Context: an optimization exercise on an open-source flow, tuned for small area. The choices shown serve that exercise and are no tape-out recipe.
Function was checked by simulation only, so behaviour that the tests miss may differ from the original.
No driver is modelled on the clock port, so clocking that relies on it looks cheaper here than on a real chip.
Power and IR drop assume default switching activity.

--- flow/constraint.sdc ---
create_clock -name core_clock -period 10.0 [get_ports {CLOCK_50}]
set_input_delay 2.0000 -clock core_clock [delete_from_list [all_inputs] [get_ports {CLOCK_50}]]
set_output_delay 2.0000 -clock core_clock [all_outputs]
set_load 0.01 [all_outputs]
--- flow/flow/area.abc ---
strash
&get -n
&st
&deepsyn -T 30
&put
dch -f
amap
topo
--- flow/flow/run.sh ---
#!/bin/bash
# Own layout flow: the standard synthesis, then an area-oriented re-mapping
# of the combinational logic (registers, full adders and tie cells kept as they
# are), then the standard ORFS layout with small port buffers and a lighter
# clock tree.  Each tool writes its full output to a log_*.txt file here.
set -euo pipefail
W="$(cd "$(dirname "${BASH_SOURCE[0]}")/.." && pwd)"
cd "$W"
R="$W/orfs/results/${FLOW_PLATFORM:-sky130hd}/VGA/base"
LIB="$FLOW_HOME/platforms/sky130hd/lib/sky130_fd_sc_hd__tt_025C_1v80.lib"

# 1. standard synthesis
bash standard.sh synth > log_1_synth.txt 2>&1
cp "$R/1_2_yosys.v" "$W/standard_1_2_yosys.v"

# 2. re-map the combinational logic for area
DU=""
for c in $(sed -n '/^export DONT_USE_CELLS/,/^#/p' "$FLOW_HOME/platforms/sky130hd/config.mk" | grep -o 'sky130_fd_sc_hd__[a-z0-9_]*'); do
	DU="$DU -dont_use $c"
done
cat > "$W/resyn.ys" <<EOY
read_liberty -ignore_miss_func $LIB
blackbox sky130_fd_sc_hd__dfxtp_1 sky130_fd_sc_hd__conb_1 sky130_fd_sc_hd__fa_1
read_verilog $W/standard_1_2_yosys.v
hierarchy -top VGA
flatten
opt_clean -purge
abc -liberty $LIB $DU -script $W/flow/area.abc
read_liberty -lib -overwrite -ignore_miss_func $LIB
opt_clean -purge
hilomap -singleton -hicell sky130_fd_sc_hd__conb_1 HI -locell sky130_fd_sc_hd__conb_1 LO
insbuf -buf sky130_fd_sc_hd__buf_4 A X
splitnets
opt_clean -purge
check -assert
tee -o $W/resyn_stat.txt stat -liberty $LIB
write_verilog -noattr -nohex -nodec $R/1_2_yosys.v
EOY
yosys -s "$W/resyn.ys" > log_2_resyn.txt 2>&1

# 3. rebuild the synthesis database from the new netlist
bash standard.sh do-1_synth > log_3_synth_odb.txt 2>&1

# 4. the rest of the standard layout
bash standard.sh finish \
	"BUFFER_PORTS_ARGS=-buffer_cell sky130_fd_sc_hd__buf_1" \
	"CTS_ARGS=-sink_clustering_enable -repair_clock_nets -buf_list sky130_fd_sc_hd__clkbuf_8 -dont_use_dummy_load" \
	> log_4_layout.txt 2>&1
--- flow/standard.sh ---
#!/bin/bash
# synth_recipe.tcl (not shown) runs the flow's synth.tcl, then flattens the netlist and writes it again
# the make line also repeats each setting of config.mk as NAME=value (left out here)
make -C /OpenROAD-flow-scripts/flow DESIGN_CONFIG=/design/flow/config.mk WORK_HOME=/design/flow/orfs CLKGATE_MAP_FILE= SYNTH_SCRIPT=/design/flow/synth_recipe.tcl "${@:-finish}"
--- flow/design.v ---
module VGA(CLOCK_50, reset, VGA_R, VGA_G, VGA_B, VGA_HS, VGA_VS, SW, PaddleBtn, PauseBtn, HEX0_D, HEX1_D, HEX2_D, LEDG);
input		wire				CLOCK_50;
input		wire				reset;
input 	wire	[9:0]		SW;
input		wire	[1:0]		PaddleBtn;
input		wire				PauseBtn;
output 	wire 	[2:0]		LEDG;
output 	wire 	[6:0]		HEX0_D;
output 	wire 	[6:0]		HEX1_D;
output 	wire 	[6:0]		HEX2_D;
output	wire	[3:0]		VGA_R;
output	wire	[3:0]		VGA_G;
output	wire	[3:0]		VGA_B;
output	wire	[0:0]		VGA_HS;
output	wire	[0:0]		VGA_VS;
function [10:0] add;
	input [10:0] a;
	input [10:0] b;
	input        ci;
	integer i;
	reg c;
	begin
		c = ci;
		for (i = 0; i < 11; i = i + 1) begin
			add[i] = a[i] ^ b[i] ^ c;
			c = (a[i] & b[i]) | (c & (a[i] ^ b[i]));
		end
	end
endfunction
function [9:0] updn;
	input [9:0] q;
	input       en;
	input       dn;
	integer i;
	reg c;
	begin
		c = en;
		for (i = 0; i < 10; i = i + 1) begin
			updn[i] = q[i] ^ c;
			c = c & (q[i] ^ dn);
		end
	end
endfunction
function ltu;
	input [10:0] a;
	input [10:0] b;
	integer i;
	reg lt;
	begin
		lt = 1'b0;
		for (i = 0; i < 11; i = i + 1)
			lt = (~a[i] & b[i]) | (~(a[i] ^ b[i]) & lt);
		ltu = lt;
	end
endfunction
reg [9:0] hx;
reg [9:0] vy;
reg       vs_r;
wire      hend = (hx == 10'd640);
wire [9:0] hx_i = updn(hx, 1'b1, 1'b0);
wire [9:0] vy_i = updn(vy, 1'b1, 1'b0);
always @(posedge CLOCK_50) begin
	if (reset) begin
		hx <= 10'd864;
		vy <= 10'd979;
	end else if (hend) begin
		hx <= 10'd865;
		vy <= (vy == 10'd480) ? 10'd980 : vy_i;
	end else
		hx <= hx_i;
end
always @(posedge CLOCK_50) begin
	if (reset)               vs_r <= 1'b1;
	else if (vy == 10'd989)  vs_r <= 1'b0;
	else if (vy == 10'd991)  vs_r <= 1'b1;
end
assign VGA_HS = ~(~ltu({1'b0, hx}, 11'd881) & ltu({1'b0, hx}, 11'd977));
assign VGA_VS = vs_r;
reg [9:0] bx;         
reg [9:0] by;         
reg       vr;         
reg       vu;         
reg       vd;         
reg [3:0] s1;         
reg [3:0] s2;         
reg [8:0] p1;         
reg [8:0] p2m;        
reg [8:0] p2a;        
reg       pause;
wire [8:0] p2 = SW[8] ? p2a : p2m;
reg [8:0]  c20;
reg        c20h;
reg [7:0]  c30;
reg [11:0] tlo;
reg [9:0]  thi;
reg        clk_q;
wire dclr  = reset | SW[9];
wire c20_z = (c20 == 9'd0);
wire c20_l = (c20 == 9'd333);
wire c30_z = (c30 == 8'd0);
wire c30_l = (c30 == 8'd165);
always @(posedge CLOCK_50) begin
	if (dclr || c20_l) c20 <= 9'd0; else c20 <= {c20[7:0], ~(c20[8] ^ c20[4])};
	if (dclr) c20h <= 1'b0; else c20h <= c20h ^ c20_l;
	if (dclr || c30_l) c30 <= 8'd0; else c30 <= {c30[6:0], ~(c30[7] ^ c30[5] ^ c30[4] ^ c30[3])};
end
wire bx0   = (bx == 10'd0);
wire bx640 = (bx == 10'd640);
wire score = bx0 | bx640;
wire tlo_l = (tlo == 12'd2048);
wire [9:0] thi_i = updn(thi, tlo_l, 1'b0);
always @(posedge CLOCK_50) begin
	if (reset || score) begin
		tlo <= 12'd0;
		thi <= 10'd0;
	end else begin
		tlo <= {tlo[10:0], ~(tlo[11] ^ tlo[5] ^ tlo[3] ^ tlo[0]) ^ (&tlo[10:0])};
		thi <= thi_i;
	end
end
wire clk20 = c20_z;
wire clk10 = c20_z & ~c20h;
wire clk30 = c30_z;
wire gclk = ltu({1'b0, thi}, 11'd30) ? clk10 : ltu({1'b0, thi}, 11'd60) ? clk20 : clk30;
always @(posedge CLOCK_50) clk_q <= reset | gclk;
wire tick = gclk & ~clk_q;
always @(posedge CLOCK_50) begin
	if (reset) pause <= 1'b0;
	else if (tick) begin
		if (score) pause <= 1'b1;
		else if (!PauseBtn) pause <= 1'b0;
	end
end
assign LEDG = {2'b00, pause};
wire [10:0] e1 = add({1'b0, by}, ~{2'b00, p1}, 1'b1) ^ 11'h400;
wire [10:0] e2 = add({1'b0, by}, ~{2'b00, p2}, 1'b1) ^ 11'h400;
wire play  = tick & ~pause;
wire p1_up = ltu({2'b00, p1}, 11'd420);
wire p1_dn = |p1;
wire p1_en = play & ~SW[0] & (~PaddleBtn[0] ? p1_up : ~PaddleBtn[1] & p1_dn);
wire [9:0] p1_n = updn({1'b0, p1}, p1_en, PaddleBtn[0]);
wire p2_up = ltu({2'b00, p2m}, 11'd420);
wire p2_dn = |p2m;
wire p2_en = play & SW[0] & ~SW[8] & (~PaddleBtn[0] ? p2_up : ~PaddleBtn[1] & p2_dn);
wire [9:0] p2m_n = updn({1'b0, p2m}, p2_en, PaddleBtn[0]);
wire by_ai  = ~ltu({1'b0, by}, 11'd30) & ltu({1'b0, by}, 11'd451);
wire ai_dec = ltu(e2, (11'h400 + (-9)));
wire ai_inc = ~ltu(e2, (11'h400 + (61)));
wire ai_en  = tick & SW[8] & by_ai & (ai_dec | ai_inc);
wire [9:0] p2a_n = updn({1'b0, p2a}, ai_en, ai_dec);
always @(posedge CLOCK_50) begin
	if (reset) begin
		p1  <= 9'd210;
		p2m <= 9'd210;
		p2a <= 9'd210;
	end else begin
		p1  <= p1_n[8:0];
		p2m <= p2m_n[8:0];
		p2a <= p2a_n[8:0];
	end
end
wire hit1  = ~ltu({2'b00, p1}, 11'd9) & ~ltu(e1, (11'h400 + (-9))) & ltu(e1, (11'h400 + (61)));
wire sec1a = ltu(e1, (11'h400 + (15)));
wire sec1b = ltu(e1, (11'h400 + (37)));
wire hit2  = ~ltu({2'b00, p2}, 11'd9) & ~ai_dec & ~ai_inc;
wire sec2a = ltu(e2, (11'h400 + (15)));
wire sec2b = ltu(e2, (11'h400 + (37)));
reg       nr, nu, nd;
reg [3:0] ns1, ns2;
always @(*) begin
	nr = vr; nu = vu; nd = vd;
	ns1 = s1; ns2 = s2;
	if (by == 10'd0) begin
		nr = vr & vu; nu = 1'b0; nd = 1'b1;
	end else if (by == 10'd470) begin
		nr = vr & vd; nu = 1'b1; nd = 1'b0;
	end
	if (bx == 10'd9) begin
		if (hit1) begin
			nr = 1'b1; nu = sec1a; nd = ~sec1b;
		end
	end else if (bx == 10'd621) begin
		if (hit2) begin
			nr = 1'b0; nu = sec2a; nd = ~sec2b;
		end
	end
	if (bx0) begin
		nr = 1'b0; nu = 1'b0; nd = 1'b0;
		ns2 = (s2 == 4'd9) ? 4'd0 : s2 + 4'd1;
	end else if (bx640) begin
		nr = 1'b1; nu = 1'b0; nd = 1'b0;
		ns1 = (s1 == 4'd9) ? 4'd0 : s1 + 4'd1;
	end
end
wire [9:0] bx_n = updn(bx, play, ~nr);
wire [9:0] by_n = updn(by, play & (nu | nd), nu);
always @(posedge CLOCK_50) begin
	if (reset) begin
		bx <= 10'd320; by <= 10'd235;
		vr <= 1'b1; vu <= 1'b0; vd <= 1'b0;
		s1 <= 4'd0; s2 <= 4'd0;
	end else if (play & score) begin
		bx <= bx640 ? 10'd321 : 10'd319; by <= 10'd235;
		vr <= nr; vu <= nu; vd <= nd;
		s1 <= ns1; s2 <= ns2;
	end else begin
		bx <= bx_n; by <= by_n;
		if (play) begin
			vr <= nr; vu <= nu; vd <= nd;
		end
	end
end
function [6:0] seg;
	input [3:0] v;
	begin
		seg[0] = ~(v[3] | v[1] | v[2] & v[0] | ~v[2] & ~v[0]);
		seg[1] = ~(~v[2] | ~v[1] & ~v[0] | v[1] & v[0]);
		seg[2] = ~(v[2] | ~v[1] | v[0]);
		seg[3] = ~(~v[2] & ~v[0] | v[1] & ~v[0] | v[2] & ~v[1] & v[0] | ~v[2] & v[1] | v[3]);
		seg[4] = ~(~v[2] & ~v[0] | v[1] & ~v[0]);
		seg[5] = ~(v[3] | ~v[1] & ~v[0] | v[2] & ~v[1] | v[2] & ~v[0]);
		seg[6] = ~(v[3] | v[2] & ~v[1] | ~v[2] & v[1] | v[1] & ~v[0]);
	end
endfunction
assign HEX0_D = seg(s2);
assign HEX2_D = seg(s1);
assign HEX1_D = 7'b0111111;
wire [8:0]  pv  = hx[9] ? p2 : p1;
wire [10:0] dpy = add({2'b00, vy[8:0]}, ~{2'b00, pv}, 1'b0);
wire [10:0] dbx = add({1'b0, hx}, ~{1'b0, bx}, 1'b0);
wire [10:0] dby = add({2'b00, vy[8:0]}, ~{2'b00, by[8:0]}, 1'b0);
wire in_px   = (~hx[9] & ~hx[8] & ~hx[7] & ~hx[6] & ~hx[5] & ~hx[4] & (hx[3:0] != 4'd0) & ltu({7'd0, hx[3:0]}, 11'd10))
             | (hx[9] & ~hx[8] & hx[6] & hx[5] & hx[4] & (hx[3] | (hx[2] & hx[1] & hx[0])));
wire in_py   = ~dpy[10] & ltu(dpy, 11'd59);
wire in_bx   = ~dbx[10] & (dbx[9:4] == 6'd0) & ~(dbx[3] & (dbx[2:0] != 3'd0));
wire in_by   = ~by[9] & ~dby[10] & (dby[9:4] == 6'd0) & ~(dby[3] & (dby[2:0] != 3'd0));
wire in_line = ((hx == 10'd325) || (hx == 10'd326)) && (vy[3:0] != 4'd0) && ltu({7'd0, vy[3:0]}, 11'd13);
wire vis = ~ltu({1'b0, hx}, 11'd1) & ltu({1'b0, hx}, 11'd641) & ltu({1'b0, vy}, 11'd480);
reg pix0, pix1, pix2;
always @(posedge CLOCK_50) begin
	pix0 <= (in_px & in_py) | (in_bx & in_by) | in_line;
	pix1 <= pix0;
	pix2 <= ~reset & vis & pix1;
end
assign VGA_R = {4{pix2}};
assign VGA_G = {4{pix2}};
assign VGA_B = {4{pix2}};
endmodule
--- flow/config.mk ---
export PLATFORM = sky130hd
export DESIGN_NAME = VGA
export DESIGN_NICKNAME = VGA
export VERILOG_FILES = /design/flow/design.v
export SDC_FILE = /design/flow/constraint.sdc
export NUM_CORES = 4
export LEC_CHECK = 0
export CAP_MARGIN = 20
export CORE_MARGIN = 2
export CORE_UTILIZATION = 40
export SLEW_MARGIN = 20
==> results.cfg, run 1 <==
[power]
p_sw_mw = 0.210
finalPower_mw = 0.875
p_leak_nw = 2.50
power_density_nw_per_um2 = 115
swShare_pct = 24.0
vdd_drop_max_uv = 75.4
combPwrFrac_pct = 6.4
clkPwrFrac_pct = 36.3
share_seq_of_total_power_pct = 57.3
internal_power_mw = 0.665

[setup_path]
cp-end-kind = register
critPathArrivalTime_ns = 9.15
worstSetupStartpoint = SW[8]
slowest_delay_ns = 0.54
timing.rr.start = p2m[0]$_SDFF_PP0_
required_ns = 10.36
cp_max_fo = 12
start_kind = primary input
critical_path_buf_inv_count = 7
crit_type = in2reg
path_common_cell = fa_1
r2r_slack_ns = 2.43
crit_family = adder cells
r2r_cells = 30
cp-endpoint = by[8]$_SDFF_PP0_
crit_slowest_cell = nor4_1
path_depth = 31
reg2reg_to = by[8]$_SDFF_PP0_

[timing]
max-slew-margin-rel_pct = 43.0
setup_ws_ns = 1.21
whs_ns = 0.331
finalCriticalPeriod_ns = 8.79
skew_ns = 0.0401
slew_viol_final = 0
max_freq_mhz = 114
finalHoldViolCount = 0
fin_tns_setup_ns = 0
tightest_slew_ns = 0.833
setup_viol = 0
post-route-period-util_pct = 87.9
rsz0062_at_grt = false

[floorplanning]
fp.dieH_um = 138
die_x_um = 138
initial_core_util_pct = 41.1
std_cell_rows = 48
dieArea_sq_um = 19000
io_pins = 53
core_sq_um = 17400

[global_route]
overflow = 0
grt_max_degree = 48
grt_util_all_layers_pct = 18.3
grt_pass1_wl_um = 27000
grt_pass1_vias = 5527
antenna_found_initial = 0

[clocking]
clock_latency_ns = 0.45
cts_resized = 0
hold_buffers = 0
ctsRootBufferMaster = clkbuf_8
cts_inserted_buffers = 17
clockBufferDepth = 2
cts_tree = yes
postCtsSetupRepairBufs = 0
clock-sinks = 124
cts_htree_levels = 4
cts.clk_slew.worst_paths_ns = 0.07

[cells_and_area]
multi_input_area_sq_um = 3900
antenna-diode-count = 0
nFillCells = 1801
syn_to_final_growth_pct = 6.01
fin_area_sq_um = 7600
regArea_sq_um = 2480
layout-drive-gt1-share_pct = 2.22
nNetsFinal = 1006

[logic_synthesis]
yosys_warnings = 1
syn_inst = 921
netlist_area_sq_um = 7170
syn_avg_cell_area_sq_um = 7.78

[run]
maxCapViolCount = 0

[routing]
routed_wl_um = 16500
vias_per_cell = 5.31
first_pass_iters = 5
drc = 0
vias = 6228
postRouteAntennaNets = 0
routed_wire_length_per_instance_um = 14.1
initialDrtViolationCount = 306

[outcome]
status = complete, no violations

[place]
place_ws_ns = 0.916
gp_congestion = 0.853
io_buffers = 36
placed_cell_area_sq_um = 7360
place_hpwl_um = 12600

[worst_hold_path]
hold_path_class = reg2reg
-- sequential cells by signal, indices dropped and copies added, names as in the netlist --
register  count
pix2          1
p1            9
p2m           9
c30           8
thi          10
vr            1
vd            1
p2a           9
s2            4
clk_q         1
pix0          1
vy           10
bx           10
tlo          12
c20h          1
pix1          1
s1            4
vs_r          1
hx           10
vu            1
by           10
pause         1
c20           9
-- power by group through the flow --
| stage | clock, mW | sequential (mW) | combinational (mW) |
|---|---|---|---|
| global placement | 0 | 0.512 | 0.0558 |
| CTS | 0.332 | 0.501 | 0.0568 |
| global route | 0.352 | 0.501 | 0.0642 |
| floorplan | 0 | 0.511 | 0.0407 |
| detailed placement | 0 | 0.512 | 0.0564 |
| finish | 0.318 | 0.501 | 0.0564 |
-- through the flow --
step           instances  util [%]
6_report            1173      43.6
5_1_grt             1173      43.6
4_1_cts             1173      43.6
3_5_place_dp        1156      42.3
3_3_place_gp        1156      42.3
2_1_floorplan        928         -
-- worst min path at each step --
stage                     cells after the start          from  slack, ns            to
final                                         0  pix0$_DFF_P_       0.33  pix1$_DFF_P_
after global routing                          0  pix0$_DFF_P_       0.35  pix1$_DFF_P_
after CTS                                     0  pix0$_DFF_P_       0.33  pix1$_DFF_P_
after detailed placement                      0  pix0$_DFF_P_       0.32  pix1$_DFF_P_
after global placement                        0  pix0$_DFF_P_       0.31  pix1$_DFF_P_
after floorplan                               0  pix0$_DFF_P_       0.31  pix1$_DFF_P_
-- layer usage --
metal / track usage, % / up-vias / share of wire [%]
met5: 0 / - / 0
met4: 5.61 / 0 / 1.4
met3: 4.79 / 15 / 4.7
met2: 28.3 / 133 / 44
met1: 25.1 / 2844 / 50
li1: - / 3236 / -
-- area by class of cell --
| type | instances | share of cell area, % |
|---|---|---|
| inverters | 144 | 7.11 |
| multi-input cells | 624 | 51.3 |
| flip-flops and latches | 124 | 32.7 |
| repair buffers | 39 | 2.09 |
| clock buffers | 17 | 3.08 |
| well taps | 225 | 3.71 |
-- cell usage in the layout (no fill, tap or decap), types with 5 or more instances in the layout --
| master | n |
|---|---|
| nor2_1 | 146 |
| clkinv_1 | 144 |
| dfxtp_1 | 124 |
| o21ai_0 | 65 |
| nand2_1 | 58 |
| nor3_1 | 53 |
| a21oi_1 | 44 |
| fa_1 | 41 |
| buf_1 | 35 |
| a211oi_1 | 22 |
| nand3_1 | 20 |
| o22ai_1 | 19 |
| nor4_1 | 18 |
| clkbuf_8 | 17 |
| o221ai_1 | 15 |
| nand4_1 | 12 |
| a31oi_1 | 12 |
| or3_1 | 9 |
| conb_1 | 9 |
| nor2b_1 | 7 |
| and3_1 | 7 |
| or4_1 | 7 |
| o21a_1 | 7 |
| a221oi_1 | 7 |
| or2_0 | 5 |
==> run 2: changes to the inputs <==
--- a/flow/design.v
+++ b/flow/design.v
@@ -213,13 +213,13 @@
 function [6:0] seg;
 	input [3:0] v;
 	begin
-		seg[0] = ~(v[3] | v[1] | v[2] & v[0] | ~v[2] & ~v[0]);
-		seg[1] = ~(~v[2] | ~v[1] & ~v[0] | v[1] & v[0]);
-		seg[2] = ~(v[2] | ~v[1] | v[0]);
-		seg[3] = ~(~v[2] & ~v[0] | v[1] & ~v[0] | v[2] & ~v[1] & v[0] | ~v[2] & v[1] | v[3]);
-		seg[4] = ~(~v[2] & ~v[0] | v[1] & ~v[0]);
-		seg[5] = ~(v[3] | ~v[1] & ~v[0] | v[2] & ~v[1] | v[2] & ~v[0]);
-		seg[6] = ~(v[3] | v[2] & ~v[1] | ~v[2] & v[1] | v[1] & ~v[0]);
+		seg[0] = (~v[3] & ~v[2] & ~v[1] & v[0]) | (v[2] & ~v[1] & ~v[0]);
+		seg[1] = v[2] & (v[1] ^ v[0]);
+		seg[2] = ~v[2] & v[1] & ~v[0];
+		seg[3] = seg[0] | (v[2] & v[1] & v[0]);
+		seg[4] = (v[2] & ~v[1]) | v[0];
+		seg[5] = (~v[3] & ~v[2] & v[0]) | (~v[2] & v[1]) | (v[1] & v[0]);
+		seg[6] = (~v[3] & ~v[2] & ~v[1]) | (v[2] & v[1] & v[0]);
 	end
 endfunction
 assign HEX0_D = seg(s2);
==> results.cfg, run 2 <==
[outcome]
status = complete, no violations

[power]
power_density_nw_per_um2 = 118
combPwrFrac_pct = 7.9
p_leak_nw = 2.57
clkPwrFrac_pct = 35.5
internal_power_mw = 0.675
share_seq_of_total_power_pct = 56.6
p_sw_mw = 0.224
vdd_drop_max_uv = 77.9
swShare_pct = 24.9

[global_route]
grt_max_degree = 46
grt_util_all_layers_pct = 18.5
antenna_found_initial = 0
overflow = 0
grt_pass1_wl_um = 27100
grt_pass1_vias = 5518

[cells_and_area]
antenna-diode-count = 0
top_register = tlo
syn_to_final_growth_pct = 6.76
largest_reg_flops = 12
layout-drive-gt1-share_pct = 2.93
final_util_pct = 44.0
nNetsFinal = 1013
final_cell_mix = nor2_1 (165), clkinv_1 (150), dfxtp_1 (124), nand2_1 (58), o21ai_0 (58)
final_common_cell = nor2_1

[floorplanning]
die_x_um = 138
core_sq_um = 17400
initial_core_util_pct = 41.2
fp.dieH_um = 138
std_cell_rows = 48
io_pins = 53
dieArea_sq_um = 19000

[clocking]
cts_resized = 0
cts_htree_levels = 4
cts_inserted_buffers = 17
cts_tree = yes
clock_latency_ns = 0.46
cts.clk_slew.worst_paths_ns = 0.06
clockBufferDepth = 2
hold_buffers = 0
postCtsSetupRepairBufs = 0
ctsRootBufferMaster = clkbuf_8
clock-sinks = 124

[place]
gp_congestion = 0.900
io_buffers = 36
place_hpwl_um = 12600

[routing]
routed_wire_length_per_instance_um = 13.9
first_pass_iters = 7
routed_wl_um = 16400
postRouteAntennaNets = 0
vias_per_cell = 5.22
drc = 0
initialDrtViolationCount = 359
vias = 6161

[timing]
setup_viol = 0
slew_viol_final = 0
post-route-period-util_pct = 91.5
skew_ns = 0.0302
rsz0062_at_grt = false
finalCriticalPeriod_ns = 9.15
max_freq_mhz = 109
fin_tns_setup_ns = 0
tightest_slew_ns = 0.598
finalHoldViolCount = 0
max-slew-margin-rel_pct = 59.5

[setup_path]
r2r_slack_ns = 2.04
r2r_cells = 30
crit_type = in2reg
crit_slowest_cell = fa_1
critPathArrivalTime_ns = 9.47
cp_max_fo = 9
required_ns = 10.33
slowest_delay_ns = 0.40
path_common_cell = fa_1
timing.rr.start = by[0]$_SDFF_PP1_
reg2reg_to = by[8]$_SDFF_PP0_
cp-end-kind = register
start_kind = primary input

[worst_hold_path]
min_to = pix1$_DFF_P_
hold_path_startpoint = pix0$_DFF_P_
holdPathStages = 0
hold_path_class = reg2reg

[logic_synthesis]
yosys_warnings = 1
syn_avg_cell_area_sq_um = 7.76
netlist_area_sq_um = 7150
syn_inst = 921

[run]
maxCapViolCount = 0
-- run 2: through the flow --
stage	power (mW)	hold slack [ns]	setup WS (ns)	instances	cell area (sq um)
final	0.899	0.324	0.854	1180	7630
after global routing	0.944	0.337	0.234	1180	7630
after CTS	0.916	0.324	0.947	1180	7630
after detailed placement	0.590	0.315	0.484	1163	7400
after global placement	0.589	0.313	0.538	1163	7400
after floorplan	0.568	0.310	1.03	928	7180
-- run 2: worst max-delay path by stage --
| stage | endpoint | start | depth (start not counted) | slack (ns) |
|---|---|---|---|---|
| after floorplan | by[8]$_SDFF_PP0_ | SW[8] | 34 | 1.03 |
| after global placement | by[8]$_SDFF_PP0_ | SW[8] | 35 | 0.54 |
| after detailed placement | by[8]$_SDFF_PP0_ | SW[8] | 35 | 0.48 |
| after CTS | by[8]$_SDFF_PP0_ | SW[8] | 35 | 0.95 |
| after global routing | by[8]$_SDFF_PP0_ | SW[8] | 35 | 0.23 |
| final | by[8]$_SDFF_PP0_ | SW[8] | 35 | 0.85 |
-- run 2: routing by layer --
metal  up-vias  GRT usage [%]  part of all wire [%]  wire length, um
met3        30           4.01                   4.2              682
met2       115           27.7                    43             7090
met5         -              0                     0                0
met4         0           8.33                   2.7              450
li1       3221              -                     -                -
met1      2795           25.7                    50             8180
-- run 2: power groups by stage --
stage                     clock, mW  combinational (mW)  sequential (mW)
after floorplan                   0              0.0505            0.518
after global placement            0              0.0694            0.520
after detailed placement          0              0.0701            0.520
after CTS                     0.336              0.0707            0.509
after global routing          0.352              0.0812            0.510
final                         0.319              0.0709            0.509
-- run 2: final cells by class --
| class | count | area (sq um) |
|---|---|---|
| flip-flops and latches | 124 | 2480 |
| repair buffers | 46 | 211 |
| multi-input cells | 618 | 3860 |
| fillers | 1754 | 9720 |
| clock buffers | 17 | 234 |
| well taps | 225 | 282 |
| inverters | 150 | 563 |
-- run 2: critical path: cells and delay by family --
kind                       cells  cell delay, ns
and+or+nand+nor                9            1.81
AOI/OAI and AO/OA             12            2.30
buffers and inverters          6            0.69
adders and majority gates      8            2.67
==> run 3: changes to the inputs <==
--- a/flow/flow/run.sh
+++ b/flow/flow/run.sh
@@ -18,25 +18,47 @@
 for c in $(sed -n '/^export DONT_USE_CELLS/,/^#/p' "$FLOW_HOME/platforms/sky130hd/config.mk" | grep -o 'sky130_fd_sc_hd__[a-z0-9_]*'); do
 	DU="$DU -dont_use $c"
 done
-cat > "$W/resyn.ys" <<EOY
+# ABC's deepsyn is randomised: run it with four seeds in parallel and keep
+# the smallest netlist.
+for S in 1 2 3 4; do
+	cat > "$W/area_$S.abc" <<EOA
+strash
+&get -n
+&st
+&deepsyn -T 40 -S $S
+&put
+dch -f
+amap
+topo
+EOA
+	cat > "$W/resyn_$S.ys" <<EOY
 read_liberty -ignore_miss_func $LIB
 blackbox sky130_fd_sc_hd__dfxtp_1 sky130_fd_sc_hd__conb_1 sky130_fd_sc_hd__fa_1
 read_verilog $W/standard_1_2_yosys.v
 hierarchy -top VGA
 flatten
 opt_clean -purge
-abc -liberty $LIB $DU -script $W/flow/area.abc
+abc -liberty $LIB $DU -script $W/area_$S.abc
 read_liberty -lib -overwrite -ignore_miss_func $LIB
 opt_clean -purge
 hilomap -singleton -hicell sky130_fd_sc_hd__conb_1 HI -locell sky130_fd_sc_hd__conb_1 LO
-insbuf -buf sky130_fd_sc_hd__buf_4 A X
+insbuf -buf sky130_fd_sc_hd__buf_1 A X
 splitnets
 opt_clean -purge
 check -assert
-tee -o $W/resyn_stat.txt stat -liberty $LIB
-write_verilog -noattr -nohex -nodec $R/1_2_yosys.v
+tee -o $W/resyn_stat_$S.txt stat -liberty $LIB
+write_verilog -noattr -nohex -nodec $W/resyn_$S.v
 EOY
-yosys -s "$W/resyn.ys" > log_2_resyn.txt 2>&1
+	yosys -s "$W/resyn_$S.ys" > "log_2_resyn_$S.txt" 2>&1 &
+done
+wait
+best=$(for S in 1 2 3 4; do
+	a=$(grep "Chip area" "$W/resyn_stat_$S.txt" 2>/dev/null | awk '{print $NF}')
+	if [[ -n "$a" ]]; then echo "$a $S"; fi
+done | sort -g | head -n 1 | awk '{print $2}')
+best_area=$(grep "Chip area" "$W/resyn_stat_$best.txt" | awk '{print $NF}')
+echo "kept seed $best, area $best_area" > log_2_resyn_choice.txt
+cp "$W/resyn_$best.v" "$R/1_2_yosys.v"
 
 # 3. rebuild the synthesis database from the new netlist
 bash standard.sh do-1_synth > log_3_synth_odb.txt 2>&1
@@ -44,5 +66,6 @@
 # 4. the rest of the standard layout
 bash standard.sh finish \
 	"BUFFER_PORTS_ARGS=-buffer_cell sky130_fd_sc_hd__buf_1" \
+	"SKIP_REPAIR_TIE_FANOUT=1" \
 	"CTS_ARGS=-sink_clustering_enable -repair_clock_nets -buf_list sky130_fd_sc_hd__clkbuf_8 -dont_use_dummy_load" \
 	> log_4_layout.txt 2>&1
removed: flow/flow/area.abc
==> results.cfg, run 3 <==
[routing]
routed_wire_length_per_instance_um = 13.9
routed_wl_um = 16100
postRouteAntennaNets = 0
first_pass_iters = 7
vias_per_cell = 5.24
initialDrtViolationCount = 341
drc = 0
vias = 6076

[setup_path]
crit_family = adder cells
crit_type = in2reg
path_common_cell = fa_1
start_kind = primary input
critPathArrivalTime_ns = 8.89
cp_max_fo = 8
cp-end-kind = register
slowest_delay_ns = 0.47
crit_slowest_cell = fa_1
critical_path_buf_inv_count = 8
required_ns = 10.34

[floorplanning]
initial_core_util_pct = 40.5
std_cell_rows = 48
core_sq_um = 17200
dieArea_sq_um = 18500
io_pins = 53
fp.dieH_um = 136
die_x_um = 136

[timing]
skew_ns = 0.0274
setup_ws_ns = 1.44
tightest_slew_ns = 0.998
whs_ns = 0.330
max-slew-margin-rel_pct = 32.8
setup_viol = 0
slew_viol_final = 0
rsz0062_at_grt = false
finalHoldViolCount = 0
fin_tns_setup_ns = 0
max_freq_mhz = 117
post-route-period-util_pct = 85.6
finalCriticalPeriod_ns = 8.56

[place]
placed_cells = 1142
gp_congestion = 0.840
placed_cell_area_sq_um = 7280
place_hpwl_um = 12600
io_buffers = 36
place_ws_ns = 1.13

[global_route]
overflow = 0
grt_max_degree = 36
grt_pass1_wl_um = 27500
antenna_found_initial = 0
grt_util_all_layers_pct = 18.8
grt_pass1_vias = 5739

[cells_and_area]
nNetsFinal = 992
final_util_pct = 43.7
regArea_sq_um = 2480
multi_input_area_sq_um = 3750
syn_to_final_growth_pct = 7.85
final_cell_mix = nor2_1 (161), clkinv_1 (159), dfxtp_1 (124), o21ai_0 (58), nand2_1 (51)
fin_cells = 1159
largest_reg_flops = 12
fin_area_sq_um = 7510
top_register = tlo
final_common_cell = nor2_1
nFillCells = 1763
layout-drive-gt1-share_pct = 2.36
antenna-diode-count = 0

[power]
vdd_drop_max_uv = 75.0
p_leak_nw = 2.44
power_density_nw_per_um2 = 118
finalPower_mw = 0.883

[clocking]
cts_tree = yes
hold_buffers = 0
cts_inserted_buffers = 17
postCtsSetupRepairBufs = 0
clock-sinks = 124
clockBufferDepth = 2
ctsRootBufferMaster = clkbuf_8
cts_resized = 0
cts_htree_levels = 4
cts.clk_slew.worst_paths_ns = 0.06
clock_latency_ns = 0.45

[logic_synthesis]
netlist_area_sq_um = 6960
syn_inst = 913
syn_avg_cell_area_sq_um = 7.63
yosys_warnings = 1

[run]
maxCapViolCount = 0

[worst_hold_path]
hold_path_class = reg2reg

[outcome]
status = complete, no violations
==> run 3: layout make-up <==
type | count | share of cell area (%)
clock buffers | 17 | 3.12
multi-input cells | 594 | 49.9
inverters | 159 | 7.95
flip-flops and latches | 124 | 33.1
well taps | 225 | 3.75
repair buffers | 40 | 2.22
==> run 3: worst paths after layout <==
check	cells past startpoint	startpoint	slack [ns]	to
worst min-delay path	0	pix0$_DFF_P_	0.33	pix1$_DFF_P_
worst max-delay path	34	SW[8]	1.44	by[9]$_SDFF_PP0_
worst min register to register	0	pix0$_DFF_P_	0.33	pix1$_DFF_P_
worst max register to register	26	by[0]$_SDFF_PP1_	2.29	by[9]$_SDFF_PP0_
==> run 3: where the power goes <==
group	internal [mW]	switching (mW)
Sequential	0.499	0.00478
Clock	0.149	0.171
Combinational	0.0199	0.0396
==> run 3: layer usage <==
| layer | share of wire [%] | track usage [%] |
|---|---|---|
| met1 | 49 | 25.2 |
| met2 | 46 | 30.6 |
| met3 | 3.8 | 4.18 |
| met4 | 1.4 | 4.86 |
| met5 | 0 | 0 |
==> run 4: changes to the inputs <==
--- a/flow/flow/run.sh
+++ b/flow/flow/run.sh
@@ -42,7 +42,7 @@
 read_liberty -lib -overwrite -ignore_miss_func $LIB
 opt_clean -purge
 hilomap -singleton -hicell sky130_fd_sc_hd__conb_1 HI -locell sky130_fd_sc_hd__conb_1 LO
-insbuf -buf sky130_fd_sc_hd__buf_1 A X
+insbuf -buf sky130_fd_sc_hd__buf_4 A X
 splitnets
 opt_clean -purge
 check -assert
@@ -66,6 +66,5 @@
 # 4. the rest of the standard layout
 bash standard.sh finish \
 	"BUFFER_PORTS_ARGS=-buffer_cell sky130_fd_sc_hd__buf_1" \
-	"SKIP_REPAIR_TIE_FANOUT=1" \
 	"CTS_ARGS=-sink_clustering_enable -repair_clock_nets -buf_list sky130_fd_sc_hd__clkbuf_8 -dont_use_dummy_load" \
 	> log_4_layout.txt 2>&1
==> results.cfg, run 4 <==
[place]
placed_cell_area_sq_um = 7290
place_hpwl_um = 12400
io_buffers = 36
place_ws_ns = 0.602
gp_congestion = 0.843

[power]
power_density_nw_per_um2 = 117
p_leak_nw = 2.45
vdd_drop_max_uv = 78.4

[routing]
vias = 6046
initialDrtViolationCount = 321
drc = 0
routed_wl_um = 15800
first_pass_iters = 5
vias_per_cell = 5.19
routed_wire_length_per_instance_um = 13.6
postRouteAntennaNets = 0

[cells_and_area]
antenna-diode-count = 0
syn_to_final_growth_pct = 6.06
nNetsFinal = 998
multi_input_area_sq_um = 3770
largest_reg_flops = 12
top_register = tlo
regArea_sq_um = 2480
fin_area_sq_um = 7530
final_common_cell = nor2_1
layout-drive-gt1-share_pct = 2.23
final_cell_mix = nor2_1 (161), clkinv_1 (159), dfxtp_1 (124), o21ai_0 (58), nand2_1 (51)
nFillCells = 1776

[timing]
post-route-period-util_pct = 90.0
max_freq_mhz = 111
max-slew-margin-rel_pct = 35.6
rsz0062_at_grt = false
skew_ns = 0.0374
finalCriticalPeriod_ns = 9.00
setup_viol = 0
tightest_slew_ns = 0.958
finalHoldViolCount = 0
setup_ws_ns = 1.00
slew_viol_final = 0
fin_tns_setup_ns = 0

[run]
maxCapViolCount = 0

[floorplanning]
die_x_um = 137
std_cell_rows = 48
core_sq_um = 17300
io_pins = 53
initial_core_util_pct = 41.0
dieArea_sq_um = 18800
fp.dieH_um = 137

[clocking]
hold_buffers = 0
cts_tree = yes
clock_latency_ns = 0.45
cts_resized = 0
postCtsSetupRepairBufs = 0
clock-sinks = 124
cts_htree_levels = 4
cts.clk_slew.worst_paths_ns = 0.06
ctsRootBufferMaster = clkbuf_8
clockBufferDepth = 2
cts_inserted_buffers = 17

[global_route]
grt_util_all_layers_pct = 17.9
grt_pass1_wl_um = 26500
overflow = 0
antenna_found_initial = 0
grt_pass1_vias = 5496
grt_max_degree = 45

[setup_path]
cp-end-kind = register
cp_max_fo = 14
reg2reg_to = by[8]$_SDFF_PP0_
r2r_slack_ns = 2.44
critPathArrivalTime_ns = 9.33
crit_slowest_cell = fa_1
r2r_cells = 26
timing.rr.start = by[0]$_SDFF_PP1_
slowest_delay_ns = 0.48
required_ns = 10.33
crit_type = in2reg
start_kind = primary input

[outcome]
status = complete, no violations

[logic_synthesis]
netlist_area_sq_um = 7100
syn_avg_cell_area_sq_um = 7.77
syn_inst = 913
yosys_warnings = 1

[worst_hold_path]
hold_path_startpoint = pix0$_DFF_P_
holdPathStages = 0
min_to = pix1$_DFF_P_
hold_path_class = reg2reg
run 4: worst max-delay path by stage:
stage / to / cells after the start / startpoint / slack [ns]
after floorplan: by[8]$_SDFF_PP0_ / 33 / SW[8] / 1.93
after global placement: by[8]$_SDFF_PP0_ / 35 / SW[8] / 0.68
after detailed placement: by[8]$_SDFF_PP0_ / 35 / SW[8] / 0.60
after CTS: by[8]$_SDFF_PP0_ / 35 / SW[8] / 1.07
after global routing: by[8]$_SDFF_PP0_ / 35 / SW[8] / 0.27
final: by[8]$_SDFF_PP0_ / 35 / SW[8] / 1.00
run 4: worst max-delay path: cells and delay by family:
family                   cells  cell delay, ns
adder cells (fa/ha/maj)      8            2.73
buffers and inverters       10            1.61
AND/OR/NAND/NOR              9            1.62
AO/OA/AOI/OAI                8            1.36
run 4: final cells by class:
cell class,count,area share [%]
timing repair buffer,39,2.11
clock buffer,17,3.11
sequential,124,33.0
inverter,159,7.93
tap,225,3.74
multi-input combinational,601,50.1
run 4: power breakdown:
group | leakage [nW] | internal (mW) | switching, mW | total (mW)
Clock | 0.122 | 0.149 | 0.170 | 0.320
Combinational | 1.33 | 0.0193 | 0.0389 | 0.0582
Sequential | 1.00 | 0.499 | 0.00481 | 0.503
run 4: metal layers:
layer	up-vias	track usage (%)	wire length [um]
li1	3197	-	-
met1	2749	24.9	7930
met2	91	28.5	7180
met3	9	4.08	592
met4	0	3.95	135
met5	-	0	0
run 4: per-stage QoR:
stage,hold slack (ns),util [%],power (mW),cells
after detailed placement,0.314,42.2,0.573,1148
after floorplan,0.310,-,0.556,920
after global placement,0.311,42.2,0.572,1148
after global routing,0.337,43.5,0.923,1165
final,0.328,43.5,0.881,1165
after CTS,0.329,43.5,0.893,1165
==> run 5: changes to the inputs <==
--- a/flow/flow/run.sh
+++ b/flow/flow/run.sh
@@ -1,8 +1,8 @@
 #!/bin/bash
 # Own layout flow: the standard synthesis, then an area-oriented re-mapping
 # of the combinational logic (registers, full adders and tie cells kept as they
-# are), then the standard ORFS layout with small port buffers and a lighter
-# clock tree.  Each tool writes its full output to a log_*.txt file here.
+# are), then the standard ORFS layout with small port buffers, one tie cell
+# per constant value and a lighter clock tree.  Each tool writes its full output to a log_*.txt file here.
 set -euo pipefail
 W="$(cd "$(dirname "${BASH_SOURCE[0]}")/.." && pwd)"
 cd "$W"
@@ -42,7 +42,7 @@
 read_liberty -lib -overwrite -ignore_miss_func $LIB
 opt_clean -purge
 hilomap -singleton -hicell sky130_fd_sc_hd__conb_1 HI -locell sky130_fd_sc_hd__conb_1 LO
-insbuf -buf sky130_fd_sc_hd__buf_4 A X
+insbuf -buf sky130_fd_sc_hd__buf_1 A X
 splitnets
 opt_clean -purge
 check -assert
@@ -66,5 +66,7 @@
 # 4. the rest of the standard layout
 bash standard.sh finish \
 	"BUFFER_PORTS_ARGS=-buffer_cell sky130_fd_sc_hd__buf_1" \
+	"SKIP_REPAIR_TIE_FANOUT=1" \
+	"POST_CTS_TCL=$W/flow/post_cts.tcl" \
 	"CTS_ARGS=-sink_clustering_enable -repair_clock_nets -buf_list sky130_fd_sc_hd__clkbuf_8 -dont_use_dummy_load" \
 	> log_4_layout.txt 2>&1
==> flow/flow/post_cts.tcl (new file) <==
# After clock tree synthesis: leaf clock buffers that drive six flip-flops or
# fewer are swapped from clkbuf_8 to clkbuf_4 (smaller; their clock-pin slew
# stays well under the limit).
set n 0
foreach inst [get_cells clkbuf_*] {
  set m [get_property $inst ref_name]
  if {$m != "sky130_fd_sc_hd__clkbuf_8"} { continue }
  set out [get_pins -of_objects $inst -filter "direction == output"]
  set net [get_nets -of_objects $out]
  set loads [get_pins -of_objects $net -filter "direction == input"]
  set nff 0
  set nother 0
  foreach l $loads {
    if {[string match "*dfxtp*" [get_property [get_cells -of_objects $l] ref_name]]} { incr nff } else { incr nother }
  }
  if {$nother == 0 && $nff <= 6} {
    replace_cell $inst sky130_fd_sc_hd__clkbuf_4
    incr n
  }
}
puts "post_cts: resized $n leaf clock buffers"
==> results.cfg, run 5 <==
[outcome]
status = complete, no violations

[timing]
fin_tns_setup_ns = 0
rsz0062_at_grt = false
skew_ns = 0.0242
slew_viol_final = 0
tightest_slew_ns = 0.994
post-route-period-util_pct = 85.4
finalHoldViolCount = 0
max_freq_mhz = 117
setup_viol = 0
finalCriticalPeriod_ns = 8.54
max-slew-margin-rel_pct = 33.1

[setup_path]
reg2reg_to = by[9]$_SDFF_PP0_
cp-end-kind = register
slowest_delay_ns = 0.47
crit_family = adder cells
required_ns = 10.35
cp-endpoint = by[9]$_SDFF_PP0_
cp_max_fo = 8
r2r_cells = 26
timing.rr.start = by[0]$_SDFF_PP1_
crit_type = in2reg
path_depth = 34
crit_slowest_cell = fa_1
start_kind = primary input
worstSetupStartpoint = SW[8]
critPathArrivalTime_ns = 8.89
path_common_cell = fa_1
r2r_slack_ns = 2.30
critical_path_buf_inv_count = 8

[floorplanning]
core_sq_um = 17200
io_pins = 53
dieArea_sq_um = 18500
die_x_um = 136
initial_core_util_pct = 40.5
std_cell_rows = 48
fp.dieH_um = 136

[logic_synthesis]
netlist_area_sq_um = 6960
yosys_warnings = 1
syn_avg_cell_area_sq_um = 7.63
syn_inst = 913

[routing]
initialDrtViolationCount = 342
routed_wire_length_per_instance_um = 13.9
first_pass_iters = 6
postRouteAntennaNets = 0
vias_per_cell = 5.23
vias = 6064
routed_wl_um = 16100
drc = 0

[global_route]
overflow = 0
grt_pass1_vias = 5739
grt_max_degree = 36
antenna_found_initial = 0
grt_pass1_wl_um = 27500
grt_util_all_layers_pct = 18.8

[cells_and_area]
top_register = tlo
largest_reg_flops = 12
final_cell_mix = nor2_1 (161), clkinv_1 (159), dfxtp_1 (124), o21ai_0 (58), nand2_1 (51)
nFillCells = 1770
antenna-diode-count = 0
final_common_cell = nor2_1
fin_cells = 1159
final_util_pct = 43.5
syn_to_final_growth_pct = 7.40
layout-drive-gt1-share_pct = 2.36
nNetsFinal = 992

[place]
gp_congestion = 0.840
place_hpwl_um = 12600
io_buffers = 36
placed_cells = 1142

[worst_hold_path]
hold_path_class = reg2reg

[clocking]
cts.clk_slew.worst_paths_ns = 0.08
clock_latency_ns = 0.43
clock-sinks = 124
cts_tree = yes

[power]
power_density_nw_per_um2 = 115
p_leak_nw = 2.42
vdd_drop_max_uv = 75.1

[run]
maxCapViolCount = 0
run 5: through the flow:
stage / setup WS (ns) / cell area [sq um] / hold WS [ns] / power [mW]
after global placement: 1.30 / 7280 / 0.312 / 0.573
after floorplan: 1.93 / 6960 / 0.310 / 0.554
after detailed placement: 1.13 / 7280 / 0.316 / 0.574
after global routing: 0.872 / 7480 / 0.347 / 0.902
final: 1.46 / 7480 / 0.330 / 0.859
run 5: worst register-to-register path: cells and delay by family (launching register included):
family	cells	cell delay [ns]
AO/OA/AOI/OAI	7	1.56
adder cells (fa/ha/maj)	8	3.15
buffers and inverters	4	0.68
flip-flops	1	0.40
AND/OR/NAND/NOR	7	1.85
run 5: area by class of cell:
cell class	count	area, sq um	share of cell area (%)
well taps	225	282	3.76
flip-flops and latches	124	2480	33.2
repair buffers	40	166	2.23
inverters	159	597	7.98
clock buffers	17	203	2.71
multi-input cells	594	3750	50.1
run 5: how the worst min path moves through the flow:
stage	startpoint	end	slack (ns)	cells past startpoint
3_5_place_dp	pix0$_DFF_P_	pix1$_DFF_P_	0.32	0
6_report	pix0$_DFF_P_	pix1$_DFF_P_	0.33	0
5_1_grt	pix0$_DFF_P_	pix1$_DFF_P_	0.35	0
2_1_floorplan	pix0$_DFF_P_	pix1$_DFF_P_	0.31	0
3_3_place_gp	pix0$_DFF_P_	pix1$_DFF_P_	0.31	0
run 5: where the power goes:
part           switching (mW)  total (mW)  internal (mW)
Combinational          0.0396      0.0595         0.0199
Clock                   0.168       0.297          0.129
Sequential            0.00478       0.503          0.498
run 5: per-layer routing:
metal  vias to the layer above  track usage (%)  part of all wire, %
met5                         -                0                    0
met4                         0             4.86                  1.3
met3                        13             4.18                  3.9
met2                        88             30.6                   46
met1                      2784             25.2                   49
li1                       3179                -                    -
==> run 6: changes to the inputs <==
--- a/flow/flow/run.sh
+++ b/flow/flow/run.sh
@@ -2,7 +2,8 @@
 # Own layout flow: the standard synthesis, then an area-oriented re-mapping
 # of the combinational logic (registers, full adders and tie cells kept as they
 # are), then the standard ORFS layout with small port buffers, one tie cell
-# per constant value and a lighter clock tree.  Each tool writes its full output to a log_*.txt file here.
+# per constant value and a lighter clock tree.  Each tool writes its full
+# output to a log_*.txt file here.
 set -euo pipefail
 W="$(cd "$(dirname "${BASH_SOURCE[0]}")/.." && pwd)"
 cd "$W"
@@ -67,6 +68,7 @@
 bash standard.sh finish \
 	"BUFFER_PORTS_ARGS=-buffer_cell sky130_fd_sc_hd__buf_1" \
 	"SKIP_REPAIR_TIE_FANOUT=1" \
+	"GPL_TIMING_DRIVEN=0" \
 	"POST_CTS_TCL=$W/flow/post_cts.tcl" \
 	"CTS_ARGS=-sink_clustering_enable -repair_clock_nets -buf_list sky130_fd_sc_hd__clkbuf_8 -dont_use_dummy_load" \
 	> log_4_layout.txt 2>&1
==> results.cfg, run 6 <==
[cells_and_area]
final_common_cell = nor2_1
fin_cells = 1192
layout-drive-gt1-share_pct = 2.17
final_util_pct = 44.3
nFillCells = 1784
final_cell_mix = nor2_1 (161), clkinv_1 (159), dfxtp_1 (124), buf_1 (70), o21ai_0 (58)
fin_area_sq_um = 7610
antenna-diode-count = 0
nNetsFinal = 1025
syn_to_final_growth_pct = 9.33
top_register = tlo
largest_reg_flops = 12

[global_route]
antenna_found_initial = 0
overflow = 0
grt_util_all_layers_pct = 18.6
grt_max_degree = 24
grt_pass1_vias = 5657
grt_pass1_wl_um = 27100

[routing]
first_pass_iters = 4
routed_wl_um = 16200
vias_per_cell = 5.21
drc = 0
initialDrtViolationCount = 314
routed_wire_length_per_instance_um = 13.6
vias = 6210
postRouteAntennaNets = 0

[floorplanning]
std_cell_rows = 48
initial_core_util_pct = 40.5
core_sq_um = 17200
die_x_um = 136
io_pins = 53
dieArea_sq_um = 18500
fp.dieH_um = 136

[logic_synthesis]
netlist_area_sq_um = 6960
yosys_warnings = 1
syn_inst = 913
syn_avg_cell_area_sq_um = 7.63

[run]
maxCapViolCount = 0

[timing]
rsz0062_at_grt = false
max-slew-margin-rel_pct = 31.9
slew_viol_final = 0
finalCriticalPeriod_ns = 9.15
setup_ws_ns = 0.855
fin_tns_setup_ns = 0
tightest_slew_ns = 1.01
finalHoldViolCount = 0
post-route-period-util_pct = 91.5
setup_viol = 0
max_freq_mhz = 109
skew_ns = 0.0319

[power]
p_leak_nw = 2.46
vdd_drop_max_uv = 89.4
power_density_nw_per_um2 = 113

[place]
place_ws_ns = -0.0737
placed_cells = 1175
gp_congestion = 0.850
placed_cell_area_sq_um = 7410
io_buffers = 36
place_hpwl_um = 12600

[setup_path]
slowest_delay_ns = 0.49
critPathArrivalTime_ns = 9.47
crit_slowest_cell = fa_1
crit_type = in2reg
cp-end-kind = register
path_common_cell = fa_1
required_ns = 10.32
start_kind = primary input
cp_max_fo = 14

[worst_hold_path]
hold_path_class = reg2reg

[clocking]
clock-sinks = 124
cts_tree = yes
clock_latency_ns = 0.44
cts.clk_slew.worst_paths_ns = 0.09

[outcome]
status = complete, no violations
## run 6: cell types whose count changed in the layout (fill, tap and decap cells not counted), sizes merged
cell	previous run	this run
buf	39	72
## run 6: layer usage
metal	global-route usage, %	share of wire (%)	up-vias
met4	4.51	0.75	0
li1	-	-	3253
met5	0	0	-
met2	30.9	47	83
met3	4.06	2.9	9
met1	24.7	49	2865
## run 6: critical path: cells and delay by family
| family | cells | cell delay (ns) |
|---|---|---|
| buf+inv | 8 | 1.21 |
| simple gates | 10 | 1.98 |
| fa+ha+maj | 8 | 2.77 |
| compound gates | 8 | 1.48 |
## run 6: layout make-up
class,count,area (sq um),share of cell area [%]
plain buffers,36,135,1.78
clock buffers,17,196,2.58
repair buffers,37,165,2.17
flip-flops and latches,124,2480,32.6
well taps,225,282,3.70
inverters,159,597,7.84
multi-input cells,594,3750,49.3
## run 6: worst paths after layout
check	end	start	slack [ns]	cells after the start
worst max register to register	by[9]$_SDFF_PP0_	by[0]$_SDFF_PP1_	2.37	26
worst min-delay path	pix1$_DFF_P_	pix0$_DFF_P_	0.30	0
worst max-delay path	by[9]$_SDFF_PP0_	SW[8]	0.85	34
worst min register to register	pix1$_DFF_P_	pix0$_DFF_P_	0.30	0
## run 6: power breakdown
group / internal, mW / switching [mW] / total, mW
Sequential: 0.498 / 0.00478 / 0.503
Clock: 0.125 / 0.169 / 0.294
Combinational: 0.0207 / 0.0399 / 0.0607
Total: 0.644 / 0.214 / 0.857
## run 6: through the flow
stage / hold slack, ns / total power [mW]
2_1_floorplan: 0.310 / 0.554
3_3_place_gp: 0.312 / 0.572
3_5_place_dp: 0.324 / 0.574
5_1_grt: 0.327 / 0.900
6_report: 0.301 / 0.857
==> run 7: changes to the inputs <==
--- a/flow/flow/run.sh
+++ b/flow/flow/run.sh
@@ -68,7 +68,6 @@
 bash standard.sh finish \
 	"BUFFER_PORTS_ARGS=-buffer_cell sky130_fd_sc_hd__buf_1" \
 	"SKIP_REPAIR_TIE_FANOUT=1" \
-	"GPL_TIMING_DRIVEN=0" \
 	"POST_CTS_TCL=$W/flow/post_cts.tcl" \
 	"CTS_ARGS=-sink_clustering_enable -repair_clock_nets -buf_list sky130_fd_sc_hd__clkbuf_8 -dont_use_dummy_load" \
 	> log_4_layout.txt 2>&1
==> results.cfg, run 7 <==
[place]
io_buffers = 36
place_hpwl_um = 12900
gp_congestion = 0.913
place_ws_ns = 1.09

[timing]
setup_ws_ns = 1.44
fin_tns_setup_ns = 0
finalCriticalPeriod_ns = 8.56
skew_ns = 0.0276
post-route-period-util_pct = 85.6
rsz0062_at_grt = false
slew_viol_final = 0
max-slew-margin-rel_pct = 52.5
max_freq_mhz = 117
setup_viol = 0
finalHoldViolCount = 0
tightest_slew_ns = 0.703

[setup_path]
timing.rr.start = by[0]$_SDFF_PP1_
crit_slowest_cell = fa_1
slowest_delay_ns = 0.47
cp-end-kind = register
critPathArrivalTime_ns = 8.89
start_kind = primary input
cp_max_fo = 10
worstSetupStartpoint = SW[8]
crit_type = in2reg
required_ns = 10.33
path_common_cell = fa_1
r2r_cells = 24

[power]
finalPower_mw = 0.855
power_density_nw_per_um2 = 114
vdd_drop_max_uv = 90.2
p_leak_nw = 2.41

[cells_and_area]
nFillCells = 1813
regArea_sq_um = 2480
final_cell_mix = nor2_1 (164), clkinv_1 (138), dfxtp_1 (124), o21ai_0 (62), nor3_1 (46)
final_common_cell = nor2_1
largest_reg_flops = 12
layout-drive-gt1-share_pct = 2.37
antenna-diode-count = 0
top_register = tlo
nNetsFinal = 987
syn_to_final_growth_pct = 7.41
multi_input_area_sq_um = 3820

[routing]
routed_wire_length_per_instance_um = 14.9
postRouteAntennaNets = 0
vias_per_cell = 5.41
vias = 6245
first_pass_iters = 5
drc = 0
initialDrtViolationCount = 440
routed_wl_um = 17200

[global_route]
grt_util_all_layers_pct = 20.0
antenna_found_initial = 0
grt_pass1_vias = 5880
overflow = 0
grt_pass1_wl_um = 29000
grt_max_degree = 43

[run]
maxCapViolCount = 0

[logic_synthesis]
yosys_warnings = 1
syn_inst = 908
syn_avg_cell_area_sq_um = 7.67
netlist_area_sq_um = 6960

[clocking]
clock-sinks = 124
cts_tree = yes
clock_latency_ns = 0.44
cts.clk_slew.worst_paths_ns = 0.07

[floorplanning]
std_cell_rows = 48
io_pins = 53
initial_core_util_pct = 40.5
core_sq_um = 17200
fp.dieH_um = 136
dieArea_sq_um = 18500
die_x_um = 136

[worst_hold_path]
holdPathStages = 0
hold_path_class = reg2reg
hold_path_startpoint = pix0$_DFF_P_

[outcome]
status = complete, no violations
-- run 7: metal layers --
metal	up-vias	GRT usage, %	share of wire [%]
met4	0	5.96	1.6
met1	2914	27.0	48
met5	-	0	0
met3	19	4.77	4.6
met2	143	31.9	46
li1	3169	-	-
-- run 7: worst max-delay path, delay by kind of cell --
kind	cells	cell delay, ns
AO/OA/AOI/OAI	9	2.23
adder cells (fa/ha/maj)	8	2.77
buffers and inverters	7	0.79
AND/OR/NAND/NOR	5	1.09
-- run 7: stage by stage --
stage	util [%]	instance area, sq um	std cells	hold WS, ns
floorplan	-	6960	908	0.310
global placement	42.3	7270	1137	0.312
detailed placement	42.3	7270	1137	0.322
global route	43.5	7480	1154	0.335
finish	43.5	7480	1154	0.331
-- run 7: layout make-up --
type / instances / share of cell area [%]
Tap cell: 225 / 3.77
Multi-Input combinational cell: 610 / 51.2
Inverter: 138 / 6.93
Timing Repair Buffer: 40 / 2.23
Clock buffer: 17 / 2.71
Sequential cell: 124 / 33.2
-- run 7: power by group --
part / total [mW] / internal (mW) / switching [mW]
Clock: 0.299 / 0.129 / 0.170
Sequential: 0.501 / 0.497 / 0.00345
Combinational: 0.0551 / 0.0184 / 0.0366
Total: 0.855 / 0.645 / 0.210
-- run 7: final timing paths --
kind                                         end  slack (ns)
worst max-delay path            by[8]$_SDFF_PP0_        1.44
worst min-delay path                pix1$_DFF_P_        0.33
worst max register to register  by[8]$_SDFF_PP0_        2.60
worst min register to register      pix1$_DFF_P_        0.33
==> run 8: changes to the inputs <==
--- a/flow/flow/post_cts.tcl
+++ b/flow/flow/post_cts.tcl
@@ -1,4 +1,4 @@
-# After clock tree synthesis: leaf clock buffers that drive six flip-flops or
+# After clock tree synthesis: leaf clock buffers that drive nine flip-flops or
 # fewer are swapped from clkbuf_8 to clkbuf_4 (smaller; their clock-pin slew
 # stays well under the limit).
 set n 0
@@ -13,7 +13,7 @@
   foreach l $loads {
     if {[string match "*dfxtp*" [get_property [get_cells -of_objects $l] ref_name]]} { incr nff } else { incr nother }
   }
-  if {$nother == 0 && $nff <= 6} {
+  if {$nother == 0 && $nff <= 9} {
     replace_cell $inst sky130_fd_sc_hd__clkbuf_4
     incr n
   }
==> results.cfg, run 8 <==
[place]
gp_congestion = 0.840
placed_cell_area_sq_um = 7280
place_ws_ns = 1.13
placed_cells = 1142
place_hpwl_um = 12600
io_buffers = 36

[worst_hold_path]
hold_path_class = reg2reg
hold_path_startpoint = pix0$_DFF_P_
holdPathStages = 0
min_to = pix1$_DFF_P_

[setup_path]
path_common_cell = fa_1
required_ns = 10.32
timing.rr.start = by[0]$_SDFF_PP1_
crit_slowest_cell = fa_1
cp_max_fo = 8
start_kind = primary input
slowest_delay_ns = 0.47
r2r_cells = 26
cp-end-kind = register
r2r_slack_ns = 2.32
critPathArrivalTime_ns = 8.86
reg2reg_to = by[9]$_SDFF_PP0_
crit_type = in2reg

[timing]
whs_ns = 0.336
tightest_slew_ns = 1.00
max-slew-margin-rel_pct = 32.5
setup_ws_ns = 1.46
skew_ns = 0.0301
rsz0062_at_grt = false
fin_tns_setup_ns = 0
post-route-period-util_pct = 85.4
max_freq_mhz = 117
finalCriticalPeriod_ns = 8.54
setup_viol = 0
slew_viol_final = 0
finalHoldViolCount = 0

[cells_and_area]
largest_reg_flops = 12
final_cell_mix = nor2_1 (161), clkinv_1 (159), dfxtp_1 (124), o21ai_0 (58), nand2_1 (51)
antenna-diode-count = 0
syn_to_final_growth_pct = 6.68
final_common_cell = nor2_1
fin_area_sq_um = 7430
nNetsFinal = 992
layout-drive-gt1-share_pct = 2.36
fin_cells = 1159
final_util_pct = 43.2
top_register = tlo

[routing]
vias = 6094
drc = 0
routed_wire_length_per_instance_um = 13.9
initialDrtViolationCount = 317
vias_per_cell = 5.26
routed_wl_um = 16100
postRouteAntennaNets = 0
first_pass_iters = 7

[floorplanning]
fp.dieH_um = 136
core_sq_um = 17200
std_cell_rows = 48
die_x_um = 136
io_pins = 53
dieArea_sq_um = 18500
initial_core_util_pct = 40.5

[power]
vdd_drop_max_uv = 73.0
power_density_nw_per_um2 = 110
finalPower_mw = 0.820
p_leak_nw = 2.40

[outcome]
status = complete, no violations

[global_route]
antenna_found_initial = 0
grt_util_all_layers_pct = 18.8
grt_pass1_wl_um = 27500
grt_max_degree = 36
grt_pass1_vias = 5744
overflow = 0

[logic_synthesis]
syn_avg_cell_area_sq_um = 7.63
yosys_warnings = 1
syn_inst = 913
netlist_area_sq_um = 6960

[clocking]
cts_tree = yes
clock-sinks = 124
clock_latency_ns = 0.42
cts.clk_slew.worst_paths_ns = 0.08

[run]
maxCapViolCount = 0
run 8: report_power, final:
part / total, mW / leakage (nW) / switching [mW] / internal (mW)
Sequential: 0.503 / 1.00 / 0.00477 / 0.498
Clock: 0.257 / 0.0886 / 0.162 / 0.0959
Combinational: 0.0594 / 1.31 / 0.0395 / 0.0199
Total: 0.820 / 2.40 / 0.206 / 0.614
run 8: cell type report:
| class | instances | area [sq um] |
|---|---|---|
| fillers | 1778 | 9750 |
| multi-input cells | 594 | 3750 |
| flip-flops and latches | 124 | 2480 |
| inverters | 159 | 597 |
| well taps | 225 | 282 |
| repair buffers | 40 | 166 |
| clock buffers | 17 | 153 |
run 8: critical path, delay by kind of cell:
| kind | cells | cell delay (ns) |
|---|---|---|
| adder cells (fa/ha/maj) | 8 | 2.75 |
| AO/OA/AOI/OAI | 8 | 1.35 |
| AND/OR/NAND/NOR | 10 | 1.79 |
| buffers and inverters | 8 | 0.96 |
run 8: how the worst max path moves through the flow:
stage	start	end	slack, ns
6_report	SW[8]	by[9]$_SDFF_PP0_	1.46
5_1_grt	SW[8]	by[8]$_SDFF_PP0_	0.85
3_5_place_dp	SW[8]	by[9]$_SDFF_PP0_	1.13
3_3_place_gp	SW[8]	by[8]$_SDFF_PP0_	1.30
2_1_floorplan	SW[8]	by[8]$_SDFF_PP0_	1.93
run 8: routing by layer:
metal	up-vias	wire (um)	global-route usage, %
met5	-	0	0
met4	0	217	4.86
met3	12	678	4.18
met2	106	7440	30.6
met1	2796	7760	25.2
li1	3180	-	-

## afterwards: timing with drivers on the ports
The flow's constraints put no driver on any port. The routed layouts listed below were extracted and timed again, unchanged, in two steps. Step 1, drivers: a clkbuf_16 drives CLOCK_50 and a buf_2 each remaining input, both assumed. Step 2, shift: input delay + t, output delay - t, t = (earliest + latest rising clock arrival at the registers) / 2. This alone moves slack from input paths to output paths. Three values: ideal ports, drivers, drivers and shift; two values: the first two.
run	shift t [ns]	setup slack, ns	worst data-port slew with drivers (ns)	pins driven straight from the clock port
run 1	0.468	1.207 / 1.221 / 0.753	0.03	1
run 2	0.478	0.854 / 0.869 / 0.392	0.04	1
run 3	0.465	1.442 / 1.441 / 0.976	0.04	1
run 4	0.465	1.000 / 0.998 / 0.533	0.04	1
run 5	0.456	1.461 / 1.461 / 1.005	0.04	1
run 6	0.465	0.855 / 0.865 / 0.401	0.03	1
run 7	0.467	1.439 / 1.451 / 0.984	0.03	1
run 8	0.443	1.463 / 1.462 / 1.020	0.04	1
After both steps every run listed still meets setup and hold. The setup slack of run 4, which loses most, moves by -0.002 ns with the drivers and by -0.467 ns with both steps.
